This design comes from an exercise in tuning for small area on the open sky130 flow, not from production work. Function was checked by simulation only, so behaviour that the tests miss may differ from the original. No activity file was given, so power comes from the tool's default toggle rates.

## flow/design.v (module list and top-level ports; edited modules follow where they fit)
// module hlcp_sync: 32 lines
// module serial_crc_ccitt: 105 lines
// module hlcp_master: 53 lines
// module hlcp_reg: 165 lines
// module hlcp_slv: 752 lines
// module hlcp_top: 148 lines
// module command_processor: 42 lines
// module state_machine: 471 lines
// module CMD_reciever: 77 lines
// module DATA_Process_IDU: 214 lines
// module Linear_Save_Restore: 118 lines
// module Instruction_Decoder_Unit: 219 lines
// module Brightness_PWM: 98 lines
// module TURN_ON_PWM: 83 lines
// module PWMC: 196 lines
module PWMC(
        sys_clk,             
        sys_resetb,          
        SCL,
        SDA,
        sda_in,
        scl_in,
        short_i_0,
        open_i_0,
        overheat_0,
        overvoltage_0,
        undervoltage_0,
        short_i_1,
        open_i_1,
        overheat_1,
        overvoltage_1,
        undervoltage_1,
        short_i_2,
        open_i_2,
        overheat_2,
        overvoltage_2,
        undervoltage_2,
        short_i_3,
        open_i_3,
        overheat_3,
        overvoltage_3,
        undervoltage_3,                
        DATA_Brightness_o,
        CTS,
        pwm_o
        );
  // ...
==> flow/run.sh <==
#!/bin/bash
# synth_recipe.tcl (not shown) runs the flow's synth.tcl, then flattens the netlist and writes it again
# the make line also repeats each setting of config.mk as NAME=value (left out here)
make -C /OpenROAD-flow-scripts/flow DESIGN_CONFIG=/design/flow/config.mk WORK_HOME=/design/flow/orfs CLKGATE_MAP_FILE= SYNTH_SCRIPT=/design/flow/synth_recipe.tcl finish
==> flow/config.mk <==
export PLATFORM = sky130hd
export DESIGN_NAME = PWMC
export DESIGN_NICKNAME = PWMC
export VERILOG_FILES = /design/flow/design.v
export SDC_FILE = /design/flow/constraint.sdc
export NUM_CORES = 4
export LEC_CHECK = 0
export CAP_MARGIN = 20
export CORE_MARGIN = 2
export CORE_UTILIZATION = 40
export SLEW_MARGIN = 20
==> flow/constraint.sdc <==
create_clock -name core_clock -period 10.0 [get_ports {sys_clk}]
set_input_delay 2.0000 -clock core_clock [delete_from_list [all_inputs] [get_ports {sys_clk}]]
set_output_delay 2.0000 -clock core_clock [all_outputs]
set_load 0.01 [all_outputs]
==> metrics.csv, run 1 <==
metric,value,unit
outcome,no timing/DRC/antenna violations,
cts_hold_buffers,0,
max_stage_delay,840,ps
clk_path_buf_depth,3,
gp_congestion,1.15,
worstPathRequired,10680,ps
wire_per_inst,40.4,microns
io_pins,283,
pwr-share-clk,50.2,%
swShare,24.9,%
powerClk,4.91,mW
seq_power,4.52,mW
cp_top_family,simple AND/OR/NAND/NOR gates,
synth_top_family_by_area,compound AO/OA/AOI/OAI gates,
synth-adder-area-share,5.75,%
power_density,131,mW/mm^2
root_buffer,clkbuf_16,
htree_levels,4,
async_flop_share,94.1,%
reg2reg_depth,23,
rows,146,
fin_crit_sh,90.9,%
rsz0062_at_grt,false,
multi_input_area_share,44.9,%
ff2ff_setup_slack,910,ps
critPathBufInv,2,
slowest_stage,nor2_1,
area.share.sequential,37.0,%
grt_max_degree,163,
post-synth-top-count-cell,nand2_1,
cp-endpoint,IDU.Process0.DATA_linear[1],
tns,0,ps
cts_tree,built,
core_area,0.158,sq mm
buffer_area_share,6.85,%
==> module Linear_Save_Restore, before the edit <==
module Linear_Save_Restore(
    sys_clk,
    sys_resetb,
    CMD,
    Operand_ID,
    DATA_i,
    init,
    CTS,
    count_init,
    done_init_d,
    DATA_o
);
input sys_clk;
input sys_resetb;
input [3:0] CMD;
input [7:0] Operand_ID;
input [95:0]  DATA_i;
input         init;
input         CTS;
input  [3:0]  count_init;    
input         done_init_d;
output [95:0] DATA_o;
wire [95:0]          DATA_o;
reg [1:0]           coeff;   
reg [5:0]           offset;  
reg signed  [10:0]  signed_offset_r;  
reg  [10:0] linear_r;
reg  [7:0]  prev_pwm[11:0];
always@(*) begin
    coeff = 2'b0;
    offset = 6'b0;
    signed_offset_r = 11'b0;
    if((CMD==4'b1001)&&count_init) begin                                                       
        coeff  = Operand_ID[7:6];                                                               
        offset = Operand_ID[5:0];                                                               
        signed_offset_r = {offset[5],offset[5],offset[5],offset[5],offset[5],offset};   
    end
end
reg [7:0] DATA;
always@*begin
case(count_init)
4'd15 : DATA = DATA_i[95:88];
4'd14 : DATA = DATA_i[87:80];
4'd13 : DATA = DATA_i[79:72];
4'd12 : DATA = DATA_i[71:64];
4'd11 : DATA = DATA_i[63:56];
4'd10 : DATA = DATA_i[55:48];
4'd9 : DATA = DATA_i[47:40];
4'd8 : DATA = DATA_i[39:32];
4'd7 : DATA = DATA_i[31:24];
4'd6 : DATA = DATA_i[23:16];
4'd5 : DATA = DATA_i[15:8];
4'd4 : DATA = DATA_i[7:0];
default : DATA = 96'b0;
endcase
end
reg [95:0]  DATA_linear;
always@(*) begin
    linear_r = DATA;        
    if(CMD==4'b1001&&count_init) begin
    case(coeff)
            2'b00 : begin
                linear_r  = {4'b0,linear_r[7:1]} + signed_offset_r;
            end
            2'b01 : begin
                linear_r  = linear_r + signed_offset_r;
            end
            2'b10 : begin
                linear_r  = linear_r + {4'b0,linear_r[7:1]} + signed_offset_r;
            end
            2'b11 : begin
                linear_r  = {2'b0,linear_r[7:0],1'b0} + signed_offset_r;
            end               
    endcase
    end
    if(linear_r[10])
            linear_r = 8'b0;
    else if((linear_r[9]||linear_r[8]))    
            linear_r = 8'd255;
end
always@(posedge sys_clk or negedge sys_resetb) begin
    if(!sys_resetb)
        DATA_linear <= 96'b0;
    else if(CMD==4'b1001&&count_init>4'h3)
        DATA_linear <= {DATA_linear[87:0],linear_r[7:0]};
    else
        DATA_linear <= DATA_linear;
end
always@(posedge sys_clk or negedge sys_resetb) begin
    if(!sys_resetb) begin
        prev_pwm[11] <= 8'b0; prev_pwm[10] <= 8'b0;
        prev_pwm[9]  <= 8'b0; prev_pwm[8]   <= 8'b0;
        prev_pwm[7]  <= 8'b0; prev_pwm[6]   <= 8'b0;
        prev_pwm[5]  <= 8'b0; prev_pwm[4]   <= 8'b0;
        prev_pwm[3]  <= 8'b0; prev_pwm[2]   <= 8'b0;
        prev_pwm[1]  <= 8'b0; prev_pwm[0]   <= 8'b0;                
    end
    else if(CMD==4'b1100&&CTS) begin
        prev_pwm[11] <=  DATA_i[95:88]; prev_pwm[10] <=  DATA_i[87:80];
        prev_pwm[9] <= DATA_i[79:72]; prev_pwm[8] <=  DATA_i[71:64];
        prev_pwm[7] <= DATA_i[63:56]; prev_pwm[6] <=  DATA_i[55:48];
        prev_pwm[5] <= DATA_i[47:40]; prev_pwm[4] <= DATA_i[39:32];
        prev_pwm[3] <= DATA_i[31:24]; prev_pwm[2] <= DATA_i[23:16];
        prev_pwm[1] <= DATA_i[15:8];  prev_pwm[0] <= DATA_i[7:0];
    end
    else begin
        prev_pwm[11] <= prev_pwm[11]; prev_pwm[10] <= prev_pwm[10];
        prev_pwm[9] <= prev_pwm[9]; prev_pwm[8] <= prev_pwm[8];
        prev_pwm[7] <= prev_pwm[7]; prev_pwm[6] <= prev_pwm[6];        
        prev_pwm[5] <= prev_pwm[5]; prev_pwm[4] <= prev_pwm[4];
        prev_pwm[3] <= prev_pwm[3]; prev_pwm[2] <= prev_pwm[2];
        prev_pwm[1] <= prev_pwm[1]; prev_pwm[0] <= prev_pwm[0];
    end
end
assign DATA_o = (CMD==4'b1001&&done_init_d) ? DATA_linear :
                (CMD==4'b1101&&done_init_d) ? {prev_pwm[11],prev_pwm[10],prev_pwm[9],prev_pwm[8],prev_pwm[7],prev_pwm[6],prev_pwm[5],prev_pwm[4],prev_pwm[3],prev_pwm[2],prev_pwm[1],prev_pwm[0]} :
                DATA_i;
endmodule
==> module Instruction_Decoder_Unit, before the edit <==
module Instruction_Decoder_Unit(
    sys_clk,
    sys_resetb,
    CMD,
    Operand_ID,
    DATA_i0,
    DATA_i1,
    DATA_i2,
    DATA_i3,
    DATA_loop_0,
    DATA_loop_1,
    DATA_loop_2,
    DATA_loop_3,        
    init,
    CTS,
    DATA_output_0,
    DATA_output_1,
    DATA_output_2,
    DATA_output_3,
    done_CTS_o
);
parameter ROW = 5'b0;
parameter COLUMN = 3'b0;
input       sys_clk;
input       sys_resetb;
input   [3:0] CMD;
input   [7:0] Operand_ID;
input   [47:0] DATA_i0;
input   [47:0] DATA_i1;
input   [47:0] DATA_i2;
input   [47:0] DATA_i3;
input   [47:0] DATA_loop_0;         
input   [47:0] DATA_loop_1;
input   [47:0] DATA_loop_2;
input   [47:0] DATA_loop_3;
input          init;
input          CTS;
output   [47:0] DATA_output_0;
output   [47:0] DATA_output_1;
output   [47:0] DATA_output_2;
output   [47:0] DATA_output_3;
output          done_CTS_o;
assign done_CTS_o = done_CTS_d;
wire       sys_clk;
wire       sys_resetb;
wire   [3:0] CMD;
wire   [7:0] Operand_ID;
wire [47:0] DATA0_w;
wire [47:0] DATA1_w;
wire [47:0] DATA2_w;
wire [47:0] DATA3_w;
wire [47:0] Wire_B0;
wire [47:0] Wire_B1;
wire [47:0] Wire_B2;
wire [47:0] Wire_B3;
wire [47:0] Wire_C0;
wire [47:0] Wire_C1;
wire [47:0] Wire_C2;
wire [47:0] Wire_C3;
wire [47:0] Wire_D0;
wire [47:0] Wire_D1;
wire [47:0] Wire_D2;
wire [47:0] Wire_D3;
reg [3:0] count_init;
reg [3:0] count_CTS;
wire      done_init;
wire      done_CTS;
reg       done_init_d;
reg       done_CTS_d;
always@(posedge sys_clk or negedge sys_resetb) begin
	if(!sys_resetb) begin
		count_init <= 4'd15;
	end
	else if(init) begin
		count_init <= 4'd15;
	end
	else if(count_init==4'd0) begin
		count_init <= count_init;
	end
	else begin
		count_init <= count_init - 1'b1;
	end
end
always@(posedge sys_clk or negedge sys_resetb) begin
	if(!sys_resetb) begin
		count_CTS <= 4'd15;
	end
	else if(CTS) begin
		count_CTS <= 4'd15;
	end
	else if(count_CTS==4'd0) begin
		count_CTS <= count_CTS;
	end
	else begin
		count_CTS <= count_CTS - 1'b1;
	end
end
assign done_init = (count_init==4'd1) ? 4'b1 : 4'b0;
assign done_CTS  = (count_CTS==4'd1)  ? 4'b1 : 4'b0;
always@(posedge sys_clk or negedge sys_resetb) begin
	if(!sys_resetb) begin
		done_init_d <= 1'b0;
	end
	else begin
		done_init_d <= done_init;
	end
end
always@(posedge sys_clk or negedge sys_resetb) begin
	if(!sys_resetb) begin
		done_CTS_d <= 1'b0;
	end
	else begin
		done_CTS_d <= done_CTS;
	end
end
wire   Immediate_6x1;
wire   Immediate_6x2;
wire   Immediate_12x1;
wire   Immediate_12x2;
wire   Fill;
wire   CMD_COLUMN0;
wire   CMD_COLUMN1;
wire   CMD_ROW0;
wire   CMD_ROW1;
wire [2:0] position;
assign position = ((CMD==4'b1011)&&((Operand_ID[2:0]==COLUMN||Operand_ID[2:0]==COLUMN+1'b1))) ? Operand_ID[7:5] : 3'd6;
wire [47:0] DATA_COLUMN0;
assign DATA_COLUMN0 = (position == 3'd5) ? {DATA_i0[7:0],Wire_B0[39:0]} :
                      (position == 3'd4) ? {Wire_B0[47:40],DATA_i0[7:0],Wire_B0[31:0]} :
                      (position == 3'd3) ? {Wire_B0[47:32],DATA_i0[7:0],Wire_B0[23:0]} :
                      (position == 3'd2) ? {Wire_B0[47:32],DATA_i0[7:0],Wire_B0[23:0]} :
                      (position == 3'd1) ? {Wire_B0[47:32],DATA_i0[7:0],Wire_B0[23:0]} :
                      (position == 3'd0) ? {Wire_B0[47:32],DATA_i0[7:0],Wire_B0[23:0]} : Wire_B0;
wire [47:0] DATA_COLUMN1;
assign DATA_COLUMN1 = (position == 3'd5) ? {DATA_i0[7:0],Wire_B1[39:0]} :
                      (position == 3'd4) ? {Wire_B1[47:40],DATA_i0[7:0],Wire_B1[31:0]} :
                      (position == 3'd3) ? {Wire_B1[47:32],DATA_i0[7:0],Wire_B1[23:0]} :
                      (position == 3'd2) ? {Wire_B1[47:32],DATA_i0[7:0],Wire_B1[23:0]} :
                      (position == 3'd1) ? {Wire_B1[47:32],DATA_i0[7:0],Wire_B1[23:0]} :
                      (position == 3'd0) ? {Wire_B1[47:32],DATA_i0[7:0],Wire_B1[23:0]} : Wire_B1;
wire [47:0] DATA_COLUMN2;
assign DATA_COLUMN2 = (position == 3'd5) ? {DATA_i0[7:0],Wire_B2[39:0]} :
                      (position == 3'd4) ? {Wire_B2[47:40],DATA_i0[7:0],Wire_B2[31:0]} :
                      (position == 3'd3) ? {Wire_B2[47:32],DATA_i0[7:0],Wire_B2[23:0]} :
                      (position == 3'd2) ? {Wire_B2[47:32],DATA_i0[7:0],Wire_B2[23:0]} :
                      (position == 3'd1) ? {Wire_B2[47:32],DATA_i0[7:0],Wire_B2[23:0]} :
                      (position == 3'd0) ? {Wire_B2[47:32],DATA_i0[7:0],Wire_B2[23:0]} : Wire_B2;
wire [47:0] DATA_COLUMN3;
assign DATA_COLUMN3 = (position == 3'd5) ? {DATA_i0[7:0],Wire_B3[39:0]} :
                      (position == 3'd4) ? {Wire_B3[47:40],DATA_i0[7:0],Wire_B3[31:0]} :
                      (position == 3'd3) ? {Wire_B3[47:32],DATA_i0[7:0],Wire_B3[23:0]} :
                      (position == 3'd2) ? {Wire_B3[47:32],DATA_i0[7:0],Wire_B3[23:0]} :
                      (position == 3'd1) ? {Wire_B3[47:32],DATA_i0[7:0],Wire_B3[23:0]} :
                      (position == 3'd0) ? {Wire_B3[47:32],DATA_i0[7:0],Wire_B3[23:0]} : Wire_B3;                                            
assign   Immediate_6x1  = (CMD==4'b0100) ? 1'b1 : 1'b0;
assign   Immediate_6x2  = (CMD==4'b0101) ? 1'b1 : 1'b0;
assign   Immediate_12x1 = (CMD==4'b0110) ? 1'b1 : 1'b0;
assign   Immediate_12x2 = (CMD==4'b0111) ? 1'b1 : 1'b0;
assign   Fill           = (CMD==4'b1000) ? 1'b1 : 1'b0;
assign   CMD_COLUMN0 = (CMD==4'b1011&&(Operand_ID[2:0]==(COLUMN)))      ? 1'b1 : 1'b0;
assign   CMD_COLUMN1 = (CMD==4'b1011&&(Operand_ID[2:0]==(COLUMN+1'b1))) ? 1'b1 : 1'b0;
assign   CMD_ROW0    = (CMD==4'b1010&&(Operand_ID[7:3]==(ROW)))         ? 1'b1 : 1'b0;
assign   CMD_ROW1    = (CMD==4'b1010&&(Operand_ID[7:3]==(ROW+1'b1)))    ? 1'b1 : 1'b0;
DATA_Process_IDU #(.ROW(ROW), .COLUMN(COLUMN)) IMMEDIATE_Process(
    .sys_clk(sys_clk),
    .sys_resetb(sys_resetb),
    .CMD(CMD),
    .Operand_ID(Operand_ID),
    .DATA_loop_0(DATA_loop_0),
    .DATA_loop_1(DATA_loop_1),
    .DATA_loop_2(DATA_loop_2),
    .DATA_loop_3(DATA_loop_3),            
    .DATA0_i(DATA_i0),
    .DATA1_i(DATA_i1),
    .DATA2_i(DATA_i2),
    .DATA3_i(DATA_i3),
    .init(done_init_d),
    .DATA0_o(DATA0_w),
    .DATA1_o(DATA1_w),
    .DATA2_o(DATA2_w),
    .DATA3_o(DATA3_w)
);
assign Wire_B0 = (done_init_d & (Fill)) ? {6{Operand_ID}} : DATA0_w;      
assign Wire_B1 = (done_init_d & (Fill)) ? {6{Operand_ID}} : DATA1_w;
assign Wire_B2 = (done_init_d & (Fill)) ? {6{Operand_ID}} : DATA2_w;
assign Wire_B3 = (done_init_d & (Fill)) ? {6{Operand_ID}} : DATA3_w;
assign Wire_C0 = (done_init_d & CMD_COLUMN0)      ? DATA_COLUMN0 : Wire_B0;  
assign Wire_C1 = (done_init_d & CMD_COLUMN1)      ? DATA_COLUMN1 : Wire_B1;
assign Wire_C2 = (done_init_d & CMD_COLUMN0)      ? DATA_COLUMN2 : Wire_B2;
assign Wire_C3 = (done_init_d & CMD_COLUMN1)      ? DATA_COLUMN3 : Wire_B3;
assign Wire_D0 = ((done_init_d & CMD_ROW0))      ? {6{DATA_i0[7:0]}} : Wire_C0;  
assign Wire_D1 = ((done_init_d & CMD_ROW0))      ? {6{DATA_i0[7:0]}} : Wire_C1;
assign Wire_D2 = ((done_init_d & CMD_ROW1))      ? {6{DATA_i0[7:0]}} : Wire_C2;
assign Wire_D3 = ((done_init_d & CMD_ROW1))      ? {6{DATA_i0[7:0]}} : Wire_C3;
Linear_Save_Restore Process0(
    .sys_clk(sys_clk),
    .sys_resetb(sys_resetb),
    .CMD(CMD),
    .Operand_ID(Operand_ID),
    .DATA_i({Wire_D1,Wire_D0}),
    .init(init),
    .CTS(done_CTS_d),
    .count_init(count_init),
    .done_init_d(done_init_d),
    .DATA_o({DATA_output_1,DATA_output_0})
);
Linear_Save_Restore Process1(
    .sys_clk(sys_clk),
    .sys_resetb(sys_resetb),
    .CMD(CMD),
    .Operand_ID(Operand_ID),
    .DATA_i({Wire_D3,Wire_D2}),
    .init(init),
    .CTS(done_CTS_d),
    .count_init(count_init),
    .done_init_d(done_init_d),
    .DATA_o({DATA_output_3,DATA_output_2})
);
endmodule
==> run 2: changes to the inputs <==
--- a/flow/design.v
+++ b/flow/design.v
@@ -1843,737 +1843,268 @@
         .error_flag(error_flag)
         );
 endmodule
-module DATA_Process_IDU(
-    sys_clk,
-    sys_resetb,
-    CMD,
-    Operand_ID,
-    DATA_loop_0,
-    DATA_loop_1,
-    DATA_loop_2,
-    DATA_loop_3,
-    DATA0_i,
-    DATA1_i,
-    DATA2_i,
-    DATA3_i,
-    init,
-    DATA0_o,
-    DATA1_o,
-    DATA2_o,
-    DATA3_o
-);
-parameter ROW = 5'd0;
-parameter COLUMN = 3'd0;
-input sys_clk;
-input sys_resetb;
-input [3:0] CMD;
-input [7:0] Operand_ID;
-input [47:0] DATA_loop_0;
-input [47:0] DATA_loop_1;
-input [47:0] DATA_loop_2;
-input [47:0] DATA_loop_3;
-input [47:0] DATA0_i;
-input [47:0] DATA1_i;
-input [47:0] DATA2_i;
-input [47:0] DATA3_i;
-input       init;
-output [47:0] DATA0_o;
-output [47:0] DATA1_o;
-output [47:0] DATA2_o;
-output [47:0] DATA3_o;
-wire [2:0]  signal;
-reg  [4:0]  select;
-wire  [3:0]  PWMC_Boundary;
-wire   Immediate_6x1;
-wire   Immediate_6x2;
-wire   Immediate_12x1;
-wire   Immediate_12x2;
-reg [47:0] DATA0_o;
-reg [47:0] DATA1_o;
-reg [47:0] DATA2_o;
-reg [47:0] DATA3_o;
-wire EDGE_between_PWMC_COLUMN0;
-wire EDGE_between_PWMC_COLUMN1;
-wire EDGE_between_PWMC_ROW0;
-wire EDGE_between_PWMC_ROW1;
-wire EDGE_Immediate_12x2_right;
-wire EDGE_Immediate_12x2_bottom;
-wire EDGE_Immediate_12x2_edge;
-wire [2:0] Immediate_12x2_merge;
-assign EDGE_between_PWMC_COLUMN0 =   ((!(COLUMN==3'b0))&&(ROW==Operand_ID[7:3])&&((COLUMN-1)==Operand_ID[2:0])&&(Operand_ID[3]==1'b0))         ? 1'b1 : 1'b0;
-assign EDGE_between_PWMC_COLUMN1 =   ((!(COLUMN==3'b0))&&(ROW+1'b1==Operand_ID[7:3])&&((COLUMN-1)==Operand_ID[2:0])&&(Operand_ID[3]==1'b1))    ? 1'b1 : 1'b0;
-assign EDGE_between_PWMC_ROW0    =   ((!(ROW==5'b0))&&(COLUMN==Operand_ID[2:0])&&((ROW-1)==Operand_ID[7:3])&&(Operand_ID[0]==1'b0))            ? 1'b1 : 1'b0;
-assign EDGE_between_PWMC_ROW1    =   ((!(ROW==5'b0))&&(COLUMN+1'b1==Operand_ID[2:0])&&((ROW-1)==Operand_ID[7:3])&&(Operand_ID[0]==1'b1))       ? 1'b1 : 1'b0;
-assign EDGE_Immediate_12x2_right =  ((!(COLUMN==3'b0))&&(ROW+1'b1==Operand_ID[7:3])&&((COLUMN-1)==Operand_ID[2:0]))                            ? 1'b1 : 1'b0;
-assign EDGE_Immediate_12x2_bottom = ((!(ROW==5'b0))&&(ROW-1'b1==Operand_ID[7:3])&&((COLUMN+1)==Operand_ID[2:0]))                               ? 1'b1 : 1'b0;
-assign EDGE_Immediate_12x2_edge = ((!(ROW==5'b0)&&!(COLUMN==3'b0))&&(ROW-1'b1==Operand_ID[7:3])&&((COLUMN-1)==Operand_ID[2:0]))                ? 1'b1 : 1'b0;
-assign   Immediate_6x1  = (CMD==4'b0100) ? 1'b1 : 1'b0;
-assign   Immediate_6x2  = (CMD==4'b0101) ? 1'b1 : 1'b0;
-assign   Immediate_12x1 = (CMD==4'b0110) ? 1'b1 : 1'b0;
-assign   Immediate_12x2 = (CMD==4'b0111) ? 1'b1 : 1'b0;
-assign   signal =    {Operand_ID=={ROW,COLUMN}} ? 3'd0 :
-                     {Operand_ID=={ROW,COLUMN+1'b1}} ? 3'd1 :
-                     {Operand_ID=={ROW+1'b1,COLUMN}} ? 3'd2 :
-                     {Operand_ID=={ROW+1'b1,COLUMN+1'b1}} ? 3'd3: 3'd4;
-assign PWMC_Boundary = (CMD!=4'b0111) ? {EDGE_between_PWMC_ROW1,EDGE_between_PWMC_ROW0,EDGE_between_PWMC_COLUMN1,EDGE_between_PWMC_COLUMN0} : 1'b0;
-assign Immediate_12x2_merge = (CMD==4'b0111) ? {EDGE_Immediate_12x2_right,EDGE_Immediate_12x2_bottom,EDGE_Immediate_12x2_edge} : 1'b0;
-always@* begin
-    select = 1'b0;
-    case(CMD)
-        4'b0100: begin
-             case(signal)
-                3'd0 : select = 5'd13;
-                3'd1 : select = 5'd14;
-                3'd2 : select = 5'd15;
-                3'd3 : select = 5'd16;      
-            endcase
-        end
-        4'b0101: begin
-             case(signal)
-                3'd0 : select = 5'd1;
-                3'd1 : select = 5'd2;
-                3'd2 : select = 5'd3;
-                3'd3 : select = 5'd4;      
-            endcase           
-        end
-        4'b0110: begin
-            case(signal)
-                3'd0 : select = 5'd5;
-                3'd1 : select = 5'd6;
-                3'd2 : select = 5'd7;
-                3'd3 : select = 5'd8;     
-            endcase
-        end
-        4'b0111: begin
-            case(signal)
-                3'd0 : select = 5'd9;
-                3'd1 : select = 5'd10;
-                3'd2 : select = 5'd11;
-                3'd3 : select = 5'd12;                
-            endcase
-        end
-    endcase
-end
-always@* begin
-DATA0_o = DATA_loop_0;
-DATA1_o = DATA_loop_1;
-DATA2_o = DATA_loop_2;
-DATA3_o = DATA_loop_3;
-if(init) begin
-case(select)
-  5'd0 : begin
-    case(PWMC_Boundary)
-      4'b0000 : begin
-          case(Immediate_12x2_merge)
-          3'b001 : begin
-            DATA0_o = DATA3_i;
-          end
-          3'b010 : begin
-            DATA0_o = DATA2_i;
-            DATA1_o = DATA3_i;
-          end
-          3'b100 : begin
-            DATA0_o = DATA1_i;
-            DATA2_o = DATA3_i;
-          end         
-          endcase
-      end
-      4'b0001 : begin
-        DATA0_o = DATA1_i;
-      end
-      4'b0010 : begin
-        DATA2_o = DATA1_i;
-      end
-      4'b0100 : begin
-        DATA0_o = DATA1_i;
-      end
-      4'b1000 : begin
-        DATA1_o = DATA1_i;         
-      end
-    endcase
-  end
-  5'd1 :  begin
-    DATA0_o = DATA0_i;
-    DATA2_o = DATA1_i;
-  end
-  5'd2 : begin
-    DATA1_o = DATA0_i;
-    DATA3_o = DATA1_i;        
-  end
-  5'd3 : begin
-    DATA2_o = DATA0_i;
-  end
-  5'd4 : begin
-    DATA3_o = DATA0_i;
-  end
-  5'd5 : begin
-    DATA0_o = DATA0_i;
-    DATA1_o = DATA1_i;
-  end
-  5'd6 : begin
-    DATA1_o = DATA0_i;
-  end
-  5'd7 : begin
-    DATA2_o = DATA0_i;
-    DATA3_o = DATA1_i;
-  end
-  5'd8 : begin
-    DATA3_o = DATA0_i;  
-  end
-  5'd9 : begin
-    DATA0_o = DATA0_i;
-    DATA1_o = DATA1_i;
-    DATA2_o = DATA2_i;
-    DATA3_o = DATA3_i;
-  end
-  5'd10 : begin
-    DATA1_o = DATA0_i;
-    DATA3_o = DATA3_i;
-    if(Operand_ID[2:0]==3'd7) begin
-      DATA1_o = DATA0_i;
-      DATA3_o = DATA1_i;
-    end  
-  end
-  5'd11 : begin
-    DATA2_o = DATA0_i;
-    DATA3_o = DATA0_i;
-  end
-  5'd12 : begin
-    DATA3_o = DATA0_i;  
-  end
-  5'd13 : begin
-    DATA0_o = DATA0_i;
-  end
-  5'd14 : begin
-    DATA1_o = DATA0_i;
-  end
-  5'd15 : begin
-    DATA2_o = DATA0_i;
-  end
-  5'd16 : begin
-    DATA3_o = DATA0_i;
-  end      
-endcase
-end
-end
-endmodule
 module Linear_Save_Restore(
-    sys_clk,
-    sys_resetb,
-    CMD,
-    Operand_ID,
     DATA_i,
-    init,
-    CTS,
     count_init,
-    done_init_d,
+    Operand_ID,
     DATA_o
 );
-input sys_clk;
-input sys_resetb;
-input [3:0] CMD;
-input [7:0] Operand_ID;
-input [95:0]  DATA_i;
-input         init;
-input         CTS;
-input  [3:0]  count_init;    
-input         done_init_d;
-output [95:0] DATA_o;
-wire [95:0]          DATA_o;
-reg [1:0]           coeff;   
-reg [5:0]           offset;  
-reg signed  [10:0]  signed_offset_r;  
-reg  [10:0] linear_r;
-reg  [7:0]  prev_pwm[11:0];
-always@(*) begin
-    coeff = 2'b0;
-    offset = 6'b0;
-    signed_offset_r = 11'b0;
-    if((CMD==4'b1001)&&count_init) begin                                                       
-        coeff  = Operand_ID[7:6];                                                               
-        offset = Operand_ID[5:0];                                                               
-        signed_offset_r = {offset[5],offset[5],offset[5],offset[5],offset[5],offset};   
-    end
-end
+input  [95:0] DATA_i;
+input  [3:0]  count_init;
+input  [7:0]  Operand_ID;
+output [7:0]  DATA_o;
+wire [1:0]  coeff = Operand_ID[7:6];
+wire [10:0] signed_offset_r = {{5{Operand_ID[5]}}, Operand_ID[5:0]};
 reg [7:0] DATA;
-always@*begin
-case(count_init)
-4'd15 : DATA = DATA_i[95:88];
-4'd14 : DATA = DATA_i[87:80];
-4'd13 : DATA = DATA_i[79:72];
-4'd12 : DATA = DATA_i[71:64];
-4'd11 : DATA = DATA_i[63:56];
-4'd10 : DATA = DATA_i[55:48];
-4'd9 : DATA = DATA_i[47:40];
-4'd8 : DATA = DATA_i[39:32];
-4'd7 : DATA = DATA_i[31:24];
-4'd6 : DATA = DATA_i[23:16];
-4'd5 : DATA = DATA_i[15:8];
-4'd4 : DATA = DATA_i[7:0];
-default : DATA = 96'b0;
-endcase
-end
-reg [95:0]  DATA_linear;
-always@(*) begin
-    linear_r = DATA;        
-    if(CMD==4'b1001&&count_init) begin
-    case(coeff)
-            2'b00 : begin
-                linear_r  = {4'b0,linear_r[7:1]} + signed_offset_r;
-            end
-            2'b01 : begin
-                linear_r  = linear_r + signed_offset_r;
-            end
-            2'b10 : begin
-                linear_r  = linear_r + {4'b0,linear_r[7:1]} + signed_offset_r;
-            end
-            2'b11 : begin
-                linear_r  = {2'b0,linear_r[7:0],1'b0} + signed_offset_r;
-            end               
+always@* begin
+    case(count_init)
+    4'd15 : DATA = DATA_i[95:88];
+    4'd14 : DATA = DATA_i[87:80];
+    4'd13 : DATA = DATA_i[79:72];
+    4'd12 : DATA = DATA_i[71:64];
+    4'd11 : DATA = DATA_i[63:56];
+    4'd10 : DATA = DATA_i[55:48];
+    4'd9  : DATA = DATA_i[47:40];
+    4'd8  : DATA = DATA_i[39:32];
+    4'd7  : DATA = DATA_i[31:24];
+    4'd6  : DATA = DATA_i[23:16];
+    4'd5  : DATA = DATA_i[15:8];
+    default : DATA = DATA_i[7:0];
     endcase
-    end
-    if(linear_r[10])
-            linear_r = 8'b0;
-    else if((linear_r[9]||linear_r[8]))    
-            linear_r = 8'd255;
-end
-always@(posedge sys_clk or negedge sys_resetb) begin
-    if(!sys_resetb)
-        DATA_linear <= 96'b0;
-    else if(CMD==4'b1001&&count_init>4'h3)
-        DATA_linear <= {DATA_linear[87:0],linear_r[7:0]};
-    else
-        DATA_linear <= DATA_linear;
-end
-always@(posedge sys_clk or negedge sys_resetb) begin
-    if(!sys_resetb) begin
-        prev_pwm[11] <= 8'b0; prev_pwm[10] <= 8'b0;
-        prev_pwm[9]  <= 8'b0; prev_pwm[8]   <= 8'b0;
-        prev_pwm[7]  <= 8'b0; prev_pwm[6]   <= 8'b0;
-        prev_pwm[5]  <= 8'b0; prev_pwm[4]   <= 8'b0;
-        prev_pwm[3]  <= 8'b0; prev_pwm[2]   <= 8'b0;
-        prev_pwm[1]  <= 8'b0; prev_pwm[0]   <= 8'b0;                
-    end
-    else if(CMD==4'b1100&&CTS) begin
-        prev_pwm[11] <=  DATA_i[95:88]; prev_pwm[10] <=  DATA_i[87:80];
-        prev_pwm[9] <= DATA_i[79:72]; prev_pwm[8] <=  DATA_i[71:64];
-        prev_pwm[7] <= DATA_i[63:56]; prev_pwm[6] <=  DATA_i[55:48];
-        prev_pwm[5] <= DATA_i[47:40]; prev_pwm[4] <= DATA_i[39:32];
-        prev_pwm[3] <= DATA_i[31:24]; prev_pwm[2] <= DATA_i[23:16];
-        prev_pwm[1] <= DATA_i[15:8];  prev_pwm[0] <= DATA_i[7:0];
-    end
-    else begin
-        prev_pwm[11] <= prev_pwm[11]; prev_pwm[10] <= prev_pwm[10];
-        prev_pwm[9] <= prev_pwm[9]; prev_pwm[8] <= prev_pwm[8];
-        prev_pwm[7] <= prev_pwm[7]; prev_pwm[6] <= prev_pwm[6];        
-        prev_pwm[5] <= prev_pwm[5]; prev_pwm[4] <= prev_pwm[4];
-        prev_pwm[3] <= prev_pwm[3]; prev_pwm[2] <= prev_pwm[2];
-        prev_pwm[1] <= prev_pwm[1]; prev_pwm[0] <= prev_pwm[0];
-    end
 end
-assign DATA_o = (CMD==4'b1001&&done_init_d) ? DATA_linear :
-                (CMD==4'b1101&&done_init_d) ? {prev_pwm[11],prev_pwm[10],prev_pwm[9],prev_pwm[8],prev_pwm[7],prev_pwm[6],prev_pwm[5],prev_pwm[4],prev_pwm[3],prev_pwm[2],prev_pwm[1],prev_pwm[0]} :
-                DATA_i;
+wire [9:0]  opA = (coeff==2'b00) ? {2'b0, DATA[7:1]} :
+                  (coeff==2'b11) ? {1'b0, DATA, 1'b0} : {2'b0, DATA};
+wire [9:0]  opB = (coeff==2'b10) ? {3'b0, DATA[7:1]} : 10'b0;
+wire [10:0] linear_r = {1'b0, opA} + {1'b0, opB} + signed_offset_r;
+assign DATA_o = linear_r[10] ? 8'd0 : (linear_r[9] | linear_r[8]) ? 8'd255 : linear_r[7:0];
 endmodule
 module Instruction_Decoder_Unit(
     sys_clk,
     sys_resetb,
     CMD,
     Operand_ID,
-    DATA_i0,
-    DATA_i1,
-    DATA_i2,
-    DATA_i3,
-    DATA_loop_0,
-    DATA_loop_1,
-    DATA_loop_2,
-    DATA_loop_3,        
+    DATA_w,
+    loop_count,
     init,
     CTS,
-    DATA_output_0,
-    DATA_output_1,
-    DATA_output_2,
-    DATA_output_3,
-    done_CTS_o
-);
-parameter ROW = 5'b0;
-parameter COLUMN = 3'b0;
-input       sys_clk;
-input       sys_resetb;
-input   [3:0] CMD;
-input   [7:0] Operand_ID;
-input   [47:0] DATA_i0;
-input   [47:0] DATA_i1;
-input   [47:0] DATA_i2;
-input   [47:0] DATA_i3;
-input   [47:0] DATA_loop_0;         
-input   [47:0] DATA_loop_1;
-input   [47:0] DATA_loop_2;
-input   [47:0] DATA_loop_3;
-input          init;
-input          CTS;
-output   [47:0] DATA_output_0;
-output   [47:0] DATA_output_1;
-output   [47:0] DATA_output_2;
-output   [47:0] DATA_output_3;
-output          done_CTS_o;
-assign done_CTS_o = done_CTS_d;
-wire       sys_clk;
-wire       sys_resetb;
-wire   [3:0] CMD;
-wire   [7:0] Operand_ID;
-wire [47:0] DATA0_w;
-wire [47:0] DATA1_w;
-wire [47:0] DATA2_w;
-wire [47:0] DATA3_w;
-wire [47:0] Wire_B0;
-wire [47:0] Wire_B1;
-wire [47:0] Wire_B2;
-wire [47:0] Wire_B3;
-wire [47:0] Wire_C0;
-wire [47:0] Wire_C1;
-wire [47:0] Wire_C2;
-wire [47:0] Wire_C3;
-wire [47:0] Wire_D0;
-wire [47:0] Wire_D1;
-wire [47:0] Wire_D2;
-wire [47:0] Wire_D3;
-reg [3:0] count_init;
-reg [3:0] count_CTS;
-wire      done_init;
-wire      done_CTS;
-reg       done_init_d;
-reg       done_CTS_d;
-always@(posedge sys_clk or negedge sys_resetb) begin
-	if(!sys_resetb) begin
-		count_init <= 4'd15;
-	end
-	else if(init) begin
-		count_init <= 4'd15;
-	end
-	else if(count_init==4'd0) begin
-		count_init <= count_init;
-	end
-	else begin
-		count_init <= count_init - 1'b1;
-	end
-end
-always@(posedge sys_clk or negedge sys_resetb) begin
-	if(!sys_resetb) begin
-		count_CTS <= 4'd15;
-	end
-	else if(CTS) begin
-		count_CTS <= 4'd15;
-	end
-	else if(count_CTS==4'd0) begin
-		count_CTS <= count_CTS;
-	end
-	else begin
-		count_CTS <= count_CTS - 1'b1;
-	end
-end
-assign done_init = (count_init==4'd1) ? 4'b1 : 4'b0;
-assign done_CTS  = (count_CTS==4'd1)  ? 4'b1 : 4'b0;
-always@(posedge sys_clk or negedge sys_resetb) begin
-	if(!sys_resetb) begin
-		done_init_d <= 1'b0;
-	end
-	else begin
-		done_init_d <= done_init;
-	end
-end
-always@(posedge sys_clk or negedge sys_resetb) begin
-	if(!sys_resetb) begin
-		done_CTS_d <= 1'b0;
-	end
-	else begin
-		done_CTS_d <= done_CTS;
-	end
-end
-wire   Immediate_6x1;
-wire   Immediate_6x2;
-wire   Immediate_12x1;
-wire   Immediate_12x2;
-wire   Fill;
-wire   CMD_COLUMN0;
-wire   CMD_COLUMN1;
-wire   CMD_ROW0;
-wire   CMD_ROW1;
-wire [2:0] position;
-assign position = ((CMD==4'b1011)&&((Operand_ID[2:0]==COLUMN||Operand_ID[2:0]==COLUMN+1'b1))) ? Operand_ID[7:5] : 3'd6;
-wire [47:0] DATA_COLUMN0;
-assign DATA_COLUMN0 = (position == 3'd5) ? {DATA_i0[7:0],Wire_B0[39:0]} :
-                      (position == 3'd4) ? {Wire_B0[47:40],DATA_i0[7:0],Wire_B0[31:0]} :
-                      (position == 3'd3) ? {Wire_B0[47:32],DATA_i0[7:0],Wire_B0[23:0]} :
-                      (position == 3'd2) ? {Wire_B0[47:32],DATA_i0[7:0],Wire_B0[23:0]} :
-                      (position == 3'd1) ? {Wire_B0[47:32],DATA_i0[7:0],Wire_B0[23:0]} :
-                      (position == 3'd0) ? {Wire_B0[47:32],DATA_i0[7:0],Wire_B0[23:0]} : Wire_B0;
-wire [47:0] DATA_COLUMN1;
-assign DATA_COLUMN1 = (position == 3'd5) ? {DATA_i0[7:0],Wire_B1[39:0]} :
-                      (position == 3'd4) ? {Wire_B1[47:40],DATA_i0[7:0],Wire_B1[31:0]} :
-                      (position == 3'd3) ? {Wire_B1[47:32],DATA_i0[7:0],Wire_B1[23:0]} :
-                      (position == 3'd2) ? {Wire_B1[47:32],DATA_i0[7:0],Wire_B1[23:0]} :
-                      (position == 3'd1) ? {Wire_B1[47:32],DATA_i0[7:0],Wire_B1[23:0]} :
-                      (position == 3'd0) ? {Wire_B1[47:32],DATA_i0[7:0],Wire_B1[23:0]} : Wire_B1;
-wire [47:0] DATA_COLUMN2;
-assign DATA_COLUMN2 = (position == 3'd5) ? {DATA_i0[7:0],Wire_B2[39:0]} :
-                      (position == 3'd4) ? {Wire_B2[47:40],DATA_i0[7:0],Wire_B2[31:0]} :
-                      (position == 3'd3) ? {Wire_B2[47:32],DATA_i0[7:0],Wire_B2[23:0]} :
-                      (position == 3'd2) ? {Wire_B2[47:32],DATA_i0[7:0],Wire_B2[23:0]} :
-                      (position == 3'd1) ? {Wire_B2[47:32],DATA_i0[7:0],Wire_B2[23:0]} :
-                      (position == 3'd0) ? {Wire_B2[47:32],DATA_i0[7:0],Wire_B2[23:0]} : Wire_B2;
-wire [47:0] DATA_COLUMN3;
-assign DATA_COLUMN3 = (position == 3'd5) ? {DATA_i0[7:0],Wire_B3[39:0]} :
-                      (position == 3'd4) ? {Wire_B3[47:40],DATA_i0[7:0],Wire_B3[31:0]} :
-                      (position == 3'd3) ? {Wire_B3[47:32],DATA_i0[7:0],Wire_B3[23:0]} :
-                      (position == 3'd2) ? {Wire_B3[47:32],DATA_i0[7:0],Wire_B3[23:0]} :
-                      (position == 3'd1) ? {Wire_B3[47:32],DATA_i0[7:0],Wire_B3[23:0]} :
-                      (position == 3'd0) ? {Wire_B3[47:32],DATA_i0[7:0],Wire_B3[23:0]} : Wire_B3;                                            
-assign   Immediate_6x1  = (CMD==4'b0100) ? 1'b1 : 1'b0;
-assign   Immediate_6x2  = (CMD==4'b0101) ? 1'b1 : 1'b0;
-assign   Immediate_12x1 = (CMD==4'b0110) ? 1'b1 : 1'b0;
-assign   Immediate_12x2 = (CMD==4'b0111) ? 1'b1 : 1'b0;
-assign   Fill           = (CMD==4'b1000) ? 1'b1 : 1'b0;
-assign   CMD_COLUMN0 = (CMD==4'b1011&&(Operand_ID[2:0]==(COLUMN)))      ? 1'b1 : 1'b0;
-assign   CMD_COLUMN1 = (CMD==4'b1011&&(Operand_ID[2:0]==(COLUMN+1'b1))) ? 1'b1 : 1'b0;
-assign   CMD_ROW0    = (CMD==4'b1010&&(Operand_ID[7:3]==(ROW)))         ? 1'b1 : 1'b0;
-assign   CMD_ROW1    = (CMD==4'b1010&&(Operand_ID[7:3]==(ROW+1'b1)))    ? 1'b1 : 1'b0;
-DATA_Process_IDU #(.ROW(ROW), .COLUMN(COLUMN)) IMMEDIATE_Process(
-    .sys_clk(sys_clk),
-    .sys_resetb(sys_resetb),
-    .CMD(CMD),
-    .Operand_ID(Operand_ID),
-    .DATA_loop_0(DATA_loop_0),
-    .DATA_loop_1(DATA_loop_1),
-    .DATA_loop_2(DATA_loop_2),
-    .DATA_loop_3(DATA_loop_3),            
-    .DATA0_i(DATA_i0),
-    .DATA1_i(DATA_i1),
-    .DATA2_i(DATA_i2),
-    .DATA3_i(DATA_i3),
-    .init(done_init_d),
-    .DATA0_o(DATA0_w),
-    .DATA1_o(DATA1_w),
-    .DATA2_o(DATA2_w),
-    .DATA3_o(DATA3_w)
-);
-assign Wire_B0 = (done_init_d & (Fill)) ? {6{Operand_ID}} : DATA0_w;      
-assign Wire_B1 = (done_init_d & (Fill)) ? {6{Operand_ID}} : DATA1_w;
-assign Wire_B2 = (done_init_d & (Fill)) ? {6{Operand_ID}} : DATA2_w;
-assign Wire_B3 = (done_init_d & (Fill)) ? {6{Operand_ID}} : DATA3_w;
-assign Wire_C0 = (done_init_d & CMD_COLUMN0)      ? DATA_COLUMN0 : Wire_B0;  
-assign Wire_C1 = (done_init_d & CMD_COLUMN1)      ? DATA_COLUMN1 : Wire_B1;
-assign Wire_C2 = (done_init_d & CMD_COLUMN0)      ? DATA_COLUMN2 : Wire_B2;
-assign Wire_C3 = (done_init_d & CMD_COLUMN1)      ? DATA_COLUMN3 : Wire_B3;
-assign Wire_D0 = ((done_init_d & CMD_ROW0))      ? {6{DATA_i0[7:0]}} : Wire_C0;  
-assign Wire_D1 = ((done_init_d & CMD_ROW0))      ? {6{DATA_i0[7:0]}} : Wire_C1;
-assign Wire_D2 = ((done_init_d & CMD_ROW1))      ? {6{DATA_i0[7:0]}} : Wire_C2;
-assign Wire_D3 = ((done_init_d & CMD_ROW1))      ? {6{DATA_i0[7:0]}} : Wire_C3;
-Linear_Save_Restore Process0(
-    .sys_clk(sys_clk),
-    .sys_resetb(sys_resetb),
-    .CMD(CMD),
-    .Operand_ID(Operand_ID),
-    .DATA_i({Wire_D1,Wire_D0}),
-    .init(init),
-    .CTS(done_CTS_d),
-    .count_init(count_init),
-    .done_init_d(done_init_d),
-    .DATA_o({DATA_output_1,DATA_output_0})
-);
-Linear_Save_Restore Process1(
-    .sys_clk(sys_clk),
-    .sys_resetb(sys_resetb),
-    .CMD(CMD),
-    .Operand_ID(Operand_ID),
-    .DATA_i({Wire_D3,Wire_D2}),
-    .init(init),
-    .CTS(done_CTS_d),
-    .count_init(count_init),
-    .done_init_d(done_init_d),
-    .DATA_o({DATA_output_3,DATA_output_2})
-);
-endmodule
-module Brightness_PWM(
-    sys_clk,
-    sys_resetb,
-    DATA_i,
-    CTS,
-    PWM_COUNT,
+    error_flag,
     DATA_Brightness_o,
     pwm_o
 );
-input                  sys_clk;
-input                  sys_resetb;
-input    [47:0]        DATA_i;
-input                  CTS;
-input    [7:0]         PWM_COUNT;
-output  [5:0]           pwm_o;
-output  [47:0]          DATA_Brightness_o;
-reg     [47:0]          DATA_Brightness_o;
-reg     [5:0]           pwm;
-wire    [5:0]           pwm_o;
+parameter ROW = 5'b0;
+parameter COLUMN = 3'b0;
+input           sys_clk;
+input           sys_resetb;
+input   [3:0]   CMD;
+input   [7:0]   Operand_ID;
+input   [47:0]  DATA_w;          
+input   [1:0]   loop_count;      
+input           init;
+input           CTS;
+input           error_flag;
+output  [191:0] DATA_Brightness_o;
+output  [23:0]  pwm_o;
+wire [7:0] ID = Operand_ID;
+reg [47:0] DATA0_h, DATA1_h, DATA2_h, DATA3_h;
 always @(posedge sys_clk or negedge sys_resetb) begin
-    if (!sys_resetb) begin
-        DATA_Brightness_o <= 48'b0;
-    end
-    else if(CTS) begin
-        DATA_Brightness_o <= DATA_i;                     
-    end
-    else begin
-        DATA_Brightness_o <= DATA_Brightness_o;
-    end
-end
-always@(posedge sys_clk or negedge sys_resetb) begin
-    if(!sys_resetb) begin
-        pwm[5] <= 1'b0;
-    end
-    else if(PWM_COUNT < DATA_Brightness_o[47:40]) begin         
-        pwm[5] <= 1'b1;
-    end
-    else begin
-        pwm[5] <= 1'b0;
-    end
-end
-always@(posedge sys_clk or negedge sys_resetb) begin
-    if(!sys_resetb) begin
-        pwm[4] <= 1'b0;
-    end
-    else if(PWM_COUNT < DATA_Brightness_o[39:32]) begin
-        pwm[4] <= 1'b1;
-    end
-    else begin
-        pwm[4] <= 1'b0;
-    end
-end
-always@(posedge sys_clk or negedge sys_resetb) begin
     if(!sys_resetb) begin
-        pwm[3] <= 1'b0;
-    end
-    else if(PWM_COUNT < DATA_Brightness_o[31:24]) begin
-        pwm[3] <= 1'b1;
+        DATA0_h <= 48'b0;
+        DATA1_h <= 48'b0;
+        DATA2_h <= 48'b0;
+        DATA3_h <= 48'b0;
     end
     else begin
-        pwm[3] <= 1'b0;
+        if(loop_count==2'd0) DATA0_h <= DATA_w;
+        if(loop_count==2'd1) DATA1_h <= DATA_w;
+        if(loop_count==2'd2) DATA2_h <= DATA_w;
+        if(loop_count==2'd3) DATA3_h <= DATA_w;
     end
 end
+wire [47:0] R0 = (loop_count==2'd0) ? DATA_w : DATA0_h;
+wire [47:0] R1 = (loop_count==2'd1) ? DATA_w : DATA1_h;
+wire [47:0] R2 = (loop_count==2'd2) ? DATA_w : DATA2_h;
+wire [47:0] R3 = (loop_count==2'd3) ? DATA_w : DATA3_h;
+wire [7:0]  b0 = R0[7:0];
+reg [3:0] count_init;
+reg [3:0] count_CTS;
+reg       done_init_d;
+reg       done_CTS_d;
 always@(posedge sys_clk or negedge sys_resetb) begin
     if(!sys_resetb) begin
-        pwm[2] <= 1'b0;
-    end
-    else if(PWM_COUNT < DATA_Brightness_o[23:16]) begin
-        pwm[2] <= 1'b1;
+        count_init  <= 4'd15;
+        count_CTS   <= 4'd15;
+        done_init_d <= 1'b0;
+        done_CTS_d  <= 1'b0;
     end
     else begin
-        pwm[2] <= 1'b0;
+        if(init)                 count_init <= 4'd15;
+        else if(count_init!=4'd0) count_init <= count_init - 1'b1;
+        if(CTS)                  count_CTS <= 4'd15;
+        else if(count_CTS!=4'd0)  count_CTS <= count_CTS - 1'b1;
+        done_init_d <= (count_init==4'd1);
+        done_CTS_d  <= (count_CTS==4'd1);
+    end
+end
+wire Di = done_init_d;
+wire Dc = done_CTS_d;
+wire c4 = (CMD==4'b0100);
+wire c5 = (CMD==4'b0101);
+wire c6 = (CMD==4'b0110);
+wire c7 = (CMD==4'b0111);
+wire c8 = (CMD==4'b1000);
+wire c9 = (CMD==4'b1001);
+wire cA = (CMD==4'b1010);
+wire cB = (CMD==4'b1011);
+wire cC = (CMD==4'b1100);
+wire cD = (CMD==4'b1101);
+wire cE = (CMD==4'b1110);
+wire cI = c4 | c5 | c6 | c7;
+wire a0 = (ID=={ROW,COLUMN});
+wire a1 = (ID=={ROW,COLUMN+3'd1});
+wire a2 = (ID=={ROW+5'd1,COLUMN});
+wire a3 = (ID=={ROW+5'd1,COLUMN+3'd1});
+wire z0 = (ID==8'h00);           
+wire z8 = (ID==8'h08);           
+wire row0 = cA & (ID[7:3]==ROW);
+wire row1 = cA & (ID[7:3]==ROW+5'd1);
+wire col0 = cB & (ID[2:0]==COLUMN);
+wire col1 = cB & (ID[2:0]==COLUMN+3'd1);
+wire pos5 = (ID[7:5]==3'd5);
+wire pos4 = (ID[7:5]==3'd4);
+wire pos3 = ~ID[7];               
+wire s00 = cI & a0;                                       
+wire s01 = (z0 & ~c7 & ~c8 & ~cA) | (c7 & z8);            
+wire s10 = cI & a1;                                       
+wire s11 = (c6 | c7) & a0;                                
+wire s20 = cI & a2;                                       
+wire s21 = (c5 & a0) | (z8 & ~c7 & ~c8 & ~cA);            
+wire s22 = c7 & a0;                                       
+wire s23 = c7 & z8;                                       
+wire s30 = ((c4 | c5 | c6) & a3) | (c7 & (a2 | a3));      
+wire s31 = (c5 & a1) | (c6 & a2);                         
+wire s33 = c7 & (a0 | a1);                                
+wire [5:0] colb = {pos5, pos4, pos3, 3'b000};
+wire [5:0] b0_0 = {6{row0}} | ({6{col0}} & colb);
+wire [5:0] b0_1 = {6{row0}} | ({6{col1}} & colb);
+wire [5:0] b0_2 = {6{row1}} | ({6{col0}} & colb);
+wire [5:0] b0_3 = {6{row1}} | ({6{col1}} & colb);
+reg  [191:0] DATA_Brightness_o;
+wire [47:0]  L0 = DATA_Brightness_o[47:0];
+wire [47:0]  L1 = DATA_Brightness_o[95:48];
+wire [47:0]  L2 = DATA_Brightness_o[143:96];
+wire [47:0]  L3 = DATA_Brightness_o[191:144];
+function [47:0] led;
+    input        en;
+    input [47:0] L;
+    input        sa; input [47:0] A;
+    input        sb; input [47:0] B;
+    input        sc; input [47:0] C;
+    input        sd; input [47:0] D;
+    input        sf;
+    input [5:0]  sb0;
+    input [7:0]  fillv;
+    input [7:0]  b0v;
+    integer j;
+    reg ka, kb, kc, kd, kf, k0, kl;
+    begin
+        for (j = 0; j < 6; j = j + 1) begin
+            k0 = en & sb0[j];
+            kf = en & ~sb0[j] & sf;
+            ka = en & ~sb0[j] & ~sf & sa;
+            kb = en & ~sb0[j] & ~sf & ~sa & sb;
+            kc = en & ~sb0[j] & ~sf & ~sa & ~sb & sc;
+            kd = en & ~sb0[j] & ~sf & ~sa & ~sb & ~sc & sd;
+            kl = ~(k0 | kf | ka | kb | kc | kd);
+            led[8*j +: 8] = ({8{kl}} & L[8*j +: 8]) | ({8{k0}} & b0v) | ({8{kf}} & fillv) |
+                            ({8{ka}} & A[8*j +: 8]) | ({8{kb}} & B[8*j +: 8]) |
+                            ({8{kc}} & C[8*j +: 8]) | ({8{kd}} & D[8*j +: 8]);
+        end
     end
-end
+endfunction
+wire [47:0] D0 = led(Di, L0, s00, R0, s01, R1, 1'b0, R2, 1'b0, R3, c8, b0_0, ID, b0);
+wire [47:0] D1 = led(Di, L1, s10, R0, s11, R1, 1'b0, R2, 1'b0, R3, c8, b0_1, ID, b0);
+wire [47:0] D2 = led(Di, L2, s20, R0, s21, R1, s22,  R2, s23,  R3, c8, b0_2, ID, b0);
+wire [47:0] D3 = led(Di, L3, s30, R0, s31, R1, 1'b0, R2, s33,  R3, c8, b0_3, ID, b0);
+wire [191:0] Dall = {D3, D2, D1, D0};
+reg [191:0] prev_pwm;
 always@(posedge sys_clk or negedge sys_resetb) begin
-    if(!sys_resetb) begin
-        pwm[1] <= 1'b0;
-    end
-    else if(PWM_COUNT < DATA_Brightness_o[15:8]) begin
-        pwm[1] <= 1'b1;
-    end
-    else begin
-        pwm[1] <= 1'b0;
-    end
-end
+    if(!sys_resetb)
+        prev_pwm <= 192'b0;
+    else if(cC & Dc)
+        prev_pwm <= Dall;
+end
+wire [7:0] lin0_v, lin1_v;
+Linear_Save_Restore LIN0(.DATA_i({D1, D0}), .count_init(count_init), .Operand_ID(ID), .DATA_o(lin0_v));
+Linear_Save_Restore LIN1(.DATA_i({D3, D2}), .count_init(count_init), .Operand_ID(ID), .DATA_o(lin1_v));
+reg [95:0] DATA_linear0, DATA_linear1;
 always@(posedge sys_clk or negedge sys_resetb) begin
     if(!sys_resetb) begin
-        pwm[0] <= 1'b0;
-    end
-    else if(PWM_COUNT < DATA_Brightness_o[7:0]) begin
-        pwm[0] <= 1'b1;
-    end
-    else begin
-        pwm[0] <= 1'b0;
+        DATA_linear0 <= 96'b0;
+        DATA_linear1 <= 96'b0;
     end
+    else if(c9 && count_init>4'h3) begin
+        DATA_linear0 <= {DATA_linear0[87:0], lin0_v};
+        DATA_linear1 <= {DATA_linear1[87:0], lin1_v};
+    end
+end
+wire ld    = Dc & ~cE & ~error_flag;
+wire ld_lin = ld & Di & c9;
+wire ld_prv = ld & Di & cD;
+wire ld_d   = ld & ~(Di & (c9 | cD));
+wire [191:0] bri_next = ({192{ld_lin}} & {DATA_linear1, DATA_linear0}) |
+                        ({192{ld_prv}} & prev_pwm) |
+                        ({192{ld_d}}   & Dall) |
+                        ({192{~ld}}    & DATA_Brightness_o);
+always @(posedge sys_clk or negedge sys_resetb) begin
+    if (!sys_resetb)
+        DATA_Brightness_o <= 192'b0;
+    else
+        DATA_Brightness_o <= bri_next;
 end
-assign pwm_o = {pwm[5],pwm[4],pwm[3],pwm[2],pwm[1],pwm[0]};
+TURN_ON_PWM PWMGenerate(
+    .sys_clk(sys_clk),
+    .sys_resetb(sys_resetb),
+    .DATA_i(DATA_Brightness_o),
+    .pwm_o(pwm_o)
+);
 endmodule
 module TURN_ON_PWM(
     sys_clk,
     sys_resetb,
-    CMD,
-    DATA_i0,
-    DATA_i1,
-    DATA_i2,
-    DATA_i3,
-    CTS,
-    done_CTS_d,
-    error_flag,
-    DATA_loop_0,
-    DATA_loop_1,
-    DATA_loop_2,
-    DATA_loop_3,
+    DATA_i,
     pwm_o
 );
 input           sys_clk;
 input           sys_resetb;
-input  [3:0]    CMD;
-input  [47:0]   DATA_i0;
-input  [47:0]   DATA_i1;
-input  [47:0]   DATA_i2;
-input  [47:0]   DATA_i3;
-input           CTS;
-input           done_CTS_d;    
-input           error_flag;
-output [47:0] DATA_loop_0;
-output [47:0] DATA_loop_1;
-output [47:0] DATA_loop_2;
-output [47:0] DATA_loop_3;
+input  [191:0]  DATA_i;
 output [23:0]   pwm_o;
-wire  [47:0]   DATA_w0;
-wire  [47:0]   DATA_w1;
-wire  [47:0]   DATA_w2;
-wire  [47:0]   DATA_w3;
-assign DATA_w0 = (!(CMD==4'b1110)&&!error_flag) ? DATA_i0 : DATA_loop_0;
-assign DATA_w1 = (!(CMD==4'b1110)&&!error_flag) ? DATA_i1 : DATA_loop_1;
-assign DATA_w2 = (!(CMD==4'b1110)&&!error_flag) ? DATA_i2 : DATA_loop_2;
-assign DATA_w3 = (!(CMD==4'b1110)&&!error_flag) ? DATA_i3 : DATA_loop_3;
-reg [7:0] PWM_COUNT;    
-always@(posedge sys_clk or negedge sys_resetb)
-if(!sys_resetb)
-    PWM_COUNT <= 8'b0;
-else
-    PWM_COUNT <= PWM_COUNT + 1'b1;
-Brightness_PWM PWMG00(
-    .sys_clk(sys_clk),
-    .sys_resetb(sys_resetb),
-    .DATA_i(DATA_w0),
-    .CTS(done_CTS_d),
-    .PWM_COUNT(PWM_COUNT),
-	.DATA_Brightness_o(DATA_loop_0),                      
-    .pwm_o(pwm_o[5:0])
-);
-Brightness_PWM PWMG01(
-    .sys_clk(sys_clk),
-    .sys_resetb(sys_resetb),
-    .DATA_i(DATA_w1),
-    .CTS(done_CTS_d),
-    .PWM_COUNT(PWM_COUNT),
-    .DATA_Brightness_o(DATA_loop_1),
-    .pwm_o(pwm_o[11:6])
-);
-Brightness_PWM PWMG10(
-    .sys_clk(sys_clk),
-    .sys_resetb(sys_resetb),
-    .DATA_i(DATA_w2),
-    .CTS(done_CTS_d),
-    .PWM_COUNT(PWM_COUNT),
-    .DATA_Brightness_o(DATA_loop_2),
-    .pwm_o(pwm_o[17:12])
-);
-Brightness_PWM PWMG11(
-    .sys_clk(sys_clk),
-    .sys_resetb(sys_resetb),
-    .DATA_i(DATA_w3),
-    .CTS(done_CTS_d),
-    .PWM_COUNT(PWM_COUNT),
-    .DATA_Brightness_o(DATA_loop_3),
-    .pwm_o(pwm_o[23:18])
-);
+reg [7:0]  PWM_COUNT;
+reg [23:0] pwm;
+integer i;
+function lt8;
+    input [7:0] a;
+    input [7:0] b;
+    integer k;
+    reg r;
+    begin
+        r = 1'b0;
+        for (k = 0; k < 8; k = k + 1)
+            r = (~a[k] & b[k]) | (~(a[k] & ~b[k]) & r);
+        lt8 = r;
+    end
+endfunction
+always@(posedge sys_clk or negedge sys_resetb) begin
+    if(!sys_resetb) begin
+        PWM_COUNT <= 8'b0;
+        pwm       <= 24'b0;
+    end
+    else begin
+        PWM_COUNT <= PWM_COUNT + 1'b1;
+        for (i = 0; i < 24; i = i + 1)
+            pwm[i] <= lt8(PWM_COUNT, DATA_i[8*i +: 8]);
+    end
+end
+assign pwm_o = pwm;
 endmodule
 module PWMC(
         sys_clk,             
@@ -2707,67 +2238,17 @@
         .CTS_error(CTS_error),
         .error_flag(error_flag)
 );
-reg [47:0] DATA0_h;
-reg [47:0] DATA1_h;
-reg [47:0] DATA2_h;
-reg [47:0] DATA3_h;
-always @(posedge sys_clk or negedge sys_resetb) begin
-        if(!sys_resetb) begin
-                DATA0_h <= 48'b0;
-                DATA1_h <= 48'b0;
-                DATA2_h <= 48'b0;
-                DATA3_h <= 48'b0;
-        end
-        else begin
-                if(loop_count==2'd0) DATA0_h <= DATA_LED_w;
-                if(loop_count==2'd1) DATA1_h <= DATA_LED_w;
-                if(loop_count==2'd2) DATA2_h <= DATA_LED_w;
-                if(loop_count==2'd3) DATA3_h <= DATA_LED_w;
-        end
-end
-always @(*) begin
-        DATA0_r = (loop_count==2'd0) ? DATA_LED_w : DATA0_h;
-        DATA1_r = (loop_count==2'd1) ? DATA_LED_w : DATA1_h;
-        DATA2_r = (loop_count==2'd2) ? DATA_LED_w : DATA2_h;
-        DATA3_r = (loop_count==2'd3) ? DATA_LED_w : DATA3_h;
-end
 Instruction_Decoder_Unit #(.ROW(ROW), .COLUMN(COLUMN)) IDU(
         .sys_clk(sys_clk),
         .sys_resetb(sys_resetb),
         .CMD(CMD),
         .Operand_ID(Operand_ID),
-        .DATA_i0(DATA0_r),
-        .DATA_i1(DATA1_r),
-        .DATA_i2(DATA2_r),
-        .DATA_i3(DATA3_r),
-        .DATA_loop_0(DATA_LED0_w2),  
-        .DATA_loop_1(DATA_LED1_w2),
-        .DATA_loop_2(DATA_LED2_w2),
-        .DATA_loop_3(DATA_LED3_w2),                        
+        .DATA_w(DATA_LED_w),
+        .loop_count(loop_count),
         .init(init),
         .CTS(CTS),
-        .DATA_output_0(DATA_LED0_w),
-        .DATA_output_1(DATA_LED1_w),
-        .DATA_output_2(DATA_LED2_w),
-        .DATA_output_3(DATA_LED3_w),
-        .done_CTS_o(done_CTS_d)
-);
-TURN_ON_PWM PWMGenerate(
-    .sys_clk(sys_clk),
-    .sys_resetb(sys_resetb),
-    .DATA_i0(DATA_LED0_w),
-    .DATA_i1(DATA_LED1_w),
-    .DATA_i2(DATA_LED2_w),
-    .DATA_i3(DATA_LED3_w),
-    .CTS(CTS),
-    .done_CTS_d(done_CTS_d),
-    .CMD(CMD),
-    .DATA_loop_0(DATA_LED0_w2),   
-    .DATA_loop_1(DATA_LED1_w2),
-    .DATA_loop_2(DATA_LED2_w2),
-    .DATA_loop_3(DATA_LED3_w2),
-    .error_flag(error_flag),
-    .pwm_o(pwm_o)
+        .error_flag(error_flag),
+        .DATA_Brightness_o(DATA_Brightness_o),
+        .pwm_o(pwm_o)
 );
-assign DATA_Brightness_o = {DATA_LED3_w2,DATA_LED2_w2,DATA_LED1_w2,DATA_LED0_w2};
 endmodule
==> flow/flow/run.sh (new file) <==
#!/bin/bash
# The standard layout (standard.sh, with config.mk's settings) with two
# changes passed to the ORFS scripts through their own variables:
#  - the port buffers use the smallest buffer cell (sky130_fd_sc_hd__buf_1);
#  - clock tree synthesis inserts no dummy loads.
# standard.sh's full output (make and every ORFS step) goes to standard_flow.log
# here; ORFS keeps each step's own log under orfs/logs/.
set -euo pipefail
export BUFFER_PORTS_ARGS="-buffer_cell sky130_fd_sc_hd__buf_1"
export CTS_ARGS="-sink_clustering_enable -repair_clock_nets -buf_list sky130_fd_sc_hd__clkbuf_8 -sink_clustering_size 16 -sink_clustering_max_diameter 40 -dont_use_dummy_load"
bash standard.sh > standard_flow.log 2>&1
==> flow/standard.sh (new file) <==
#!/bin/bash
# synth_recipe.tcl (not shown) runs the flow's synth.tcl, then flattens the netlist and writes it again
# the make line also repeats each setting of config.mk as NAME=value (left out here)
make -C /OpenROAD-flow-scripts/flow DESIGN_CONFIG=/design/flow/config.mk WORK_HOME=/design/flow/orfs CLKGATE_MAP_FILE= SYNTH_SCRIPT=/design/flow/synth_recipe.tcl "${@:-finish}"
--- a/flow/config.mk
+++ b/flow/config.mk
@@ -5,7 +5,12 @@
 export SDC_FILE = /design/flow/constraint.sdc
 export NUM_CORES = 4
 export LEC_CHECK = 0
+export ABC_AREA = 1
 export CAP_MARGIN = 20
 export CORE_MARGIN = 2
-export CORE_UTILIZATION = 40
+export CORE_UTILIZATION = 60
+export CTS_BUF_LIST = sky130_fd_sc_hd__clkbuf_8
+export CTS_CLUSTER_DIAMETER = 40
+export CTS_CLUSTER_SIZE = 16
+export PLACE_DENSITY = 0.7
 export SLEW_MARGIN = 20
removed: flow/run.sh
==> metrics.csv, run 2 <==
metric,value,unit,change
outcome,no timing/DRC/antenna violations,,unchanged
yosysTopAreaCell,dfrtp_1,,unchanged
max_stage_delay,800,ps,was 840 ps
synthTopCellsByCount,"nand2_1 (1962), dfrtp_1 (972), inv_1 (721), nor2_1 (712), o21ai_0 (703)",,"was nand2_1 (1205), dfrtp_1 (972), o21ai_0 (580), nor2_1 (565), a21oi_1 (448)"
synth_top_flop_cell,dfrtp_1,,unchanged
htree_levels,4,,unchanged
core_area,0.0950,sq mm,was 0.158 sq mm
io_pins,283,,unchanged
worstPathRequired,10780,ps,was 10680 ps
cts_tree,built,,unchanged
routed_wirelength,275,mm,was 390 mm
antenna_found_initial,23,,was 66
pwr-share-clk,38.4,%,was 50.2%
grt_max_degree,204,,was 163
cts_buffers,154,,was 130
swShare,25.0,%,was 24.9%
cts_hold_buffers,0,,unchanged
tns,0,ps,unchanged
final_common_cell,nand2_1,,unchanged
critPathKind,register to register,,unchanged
rsz0062_at_grt,false,,unchanged
antenna_left,0,,unchanged
gp_congestion,1.15,,about the same
cts_setup_buffers,0,,unchanged
gr-usage-all-layers,55.4,%,was 46.9%
cp-end-kind,register,,unchanged
grt.met2_usage,76.9,%,was 65.9%
fin_crit_sh,78.5,%,was 90.9%
seq_power_share,57.2,%,was 46.2%
async_flop_share,94.1,%,unchanged
yosysWarnings,14,,was 17
root_buffer,clkbuf_8,,was clkbuf_16
reg2reg_depth,32,,was 23
startpoint_type,register,,unchanged
wire_per_inst,31.1,microns,was 40.4 microns
slowest_stage,edfxtp_1,,was nor2_1
r2r_end,IDU.DATA_linear0[5],,was IDU.Process0.DATA_linear[1]
post-synth-top-count-cell,nand2_1,,unchanged
power_density,127,mW/mm^2,was 131 mW/mm^2
finalHoldViolCount,0,,unchanged
viasPerCell,6.91,,was 6.71
ff2ff_setup_slack,2150,ps,was 910 ps
post-route-drc-count,0,,unchanged
final_layout_size_suffix_gt1_share,6.85,%,was 12.4%
ys_types,69,,was 92
clk_path_buf_depth,3,,unchanged
rows,113,,was 146
relSlewSlack,15.5,%,was 4.40%
cp-endpoint,IDU.DATA_linear0[5],,was IDU.Process0.DATA_linear[1]
## run 2: power by group through the flow
stage / logic [mW] / registers, mW / clock network, mW
floorplan: 0.123 / 4.56 / 0
global placement: 0.323 / 4.57 / 0
global route: 0.365 / 4.49 / 3.14
finish: 0.346 / 4.49 / 3.02
CTS: 0.326 / 4.49 / 2.95
detailed placement: 0.325 / 4.57 / 0
## run 2: routing by layer
metal / vias up / part of all wire (%)
met4: 16 / 11
li1: 24900 / -
met5: - / 0.078
met1: 28700 / 34
met3: 1631 / 15
met2: 5964 / 40
## run 2: area by class of cell
class | instances | area (sq um)
Inverter | 775 | 2930
Timing Repair Buffer | 407 | 2070
Sequential cell | 1087 | 27600
Tap cell | 1265 | 1580
Fill cell | 7897 | 33000
Multi-Input combinational cell | 5139 | 25600
Antenna cell | 28 | 70.1
Clock buffer | 154 | 2120
## run 2: per-stage QoR
step,total power [mW],hold slack [ps],std cells,cell area (sq um),setup WS [ps]
2_1_floorplan,4.69,345,7361,57600,5030
3_3_place_gp,4.89,345,8672,59800,2730
3_5_place_dp,4.90,347,8672,59800,2630
4_1_cts,7.77,322,8826,61900,2560
5_1_grt,7.99,315,8833,61900,1780
6_report,7.85,322,8855,62000,2150
## run 2: logic make-up (layout without fill, tap and decap cells)
family          count (synthesis)  count (layout)  share of synthesized area, %
flops                        1087            1087                          47.9
buf+inv                      1135            1336                          7.77
fa+ha+maj                      78              78                          1.90
simple gates                 3341            3341                          24.4
compound gates               1685            1685                          17.5
mux                             1               1                        0.0195
xor+xnor                       34              34                         0.517
other cells                     0              28                             0
## run 2: worst min path at each step
stage / depth (start not counted) / from / endpoint / slack, ps
final: 0 / Reciever.u_hlcp_sync.sda_in_s / Reciever.u_hlcp_sync.sda_in_rs / 320
after CTS: 0 / Reciever.u_hlcp_sync.sda_in_s / Reciever.u_hlcp_sync.sda_in_rs / 320
after floorplan: 0 / register / register / 350
after detailed placement: 0 / register / register / 350
after global routing: 0 / Reciever.u_hlcp_sync.sda_in_s / Reciever.u_hlcp_sync.sda_in_rs / 310
after global placement: 0 / register / register / 350
## run 2: critical path: cells and delay by family (launching register included)
family | cells | cell delay (ps)
AND/OR/NAND/NOR | 19 | 3310
buffers and inverters | 4 | 1230
AO/OA/AOI/OAI | 7 | 1450
adder cells (fa/ha/maj) | 2 | 910
flip-flops | 1 | 800

static timing again, ports no longer ideal:
The results above use ideal ports. As a check the final layouts listed here were re-extracted and re-timed, cells and wires unchanged.
Step 1, drivers: a clkbuf_16 drives sys_clk and a buf_2 each remaining input, both assumed.
Step 2 adds t to the input delays and takes it off the output delays; t is the mean of the earliest and latest rising clock arrival at the registers after step 1. Input paths then give back, and output paths get back, about the clock's delay inside the block.
Three values: ideal ports, drivers, drivers and shift; two values: the first two.
| run | shift t [ns] | setup WS [ns] | cell pins on the clock port's net |
|---|---|---|---|
| run 1 | 0.890 | 0.911 / 0.911 / 0.911 | 1 |
| run 2 | 0.947 | 2.154 / 2.154 / 2.154 | 1 |
After both steps every run listed still meets setup and hold.
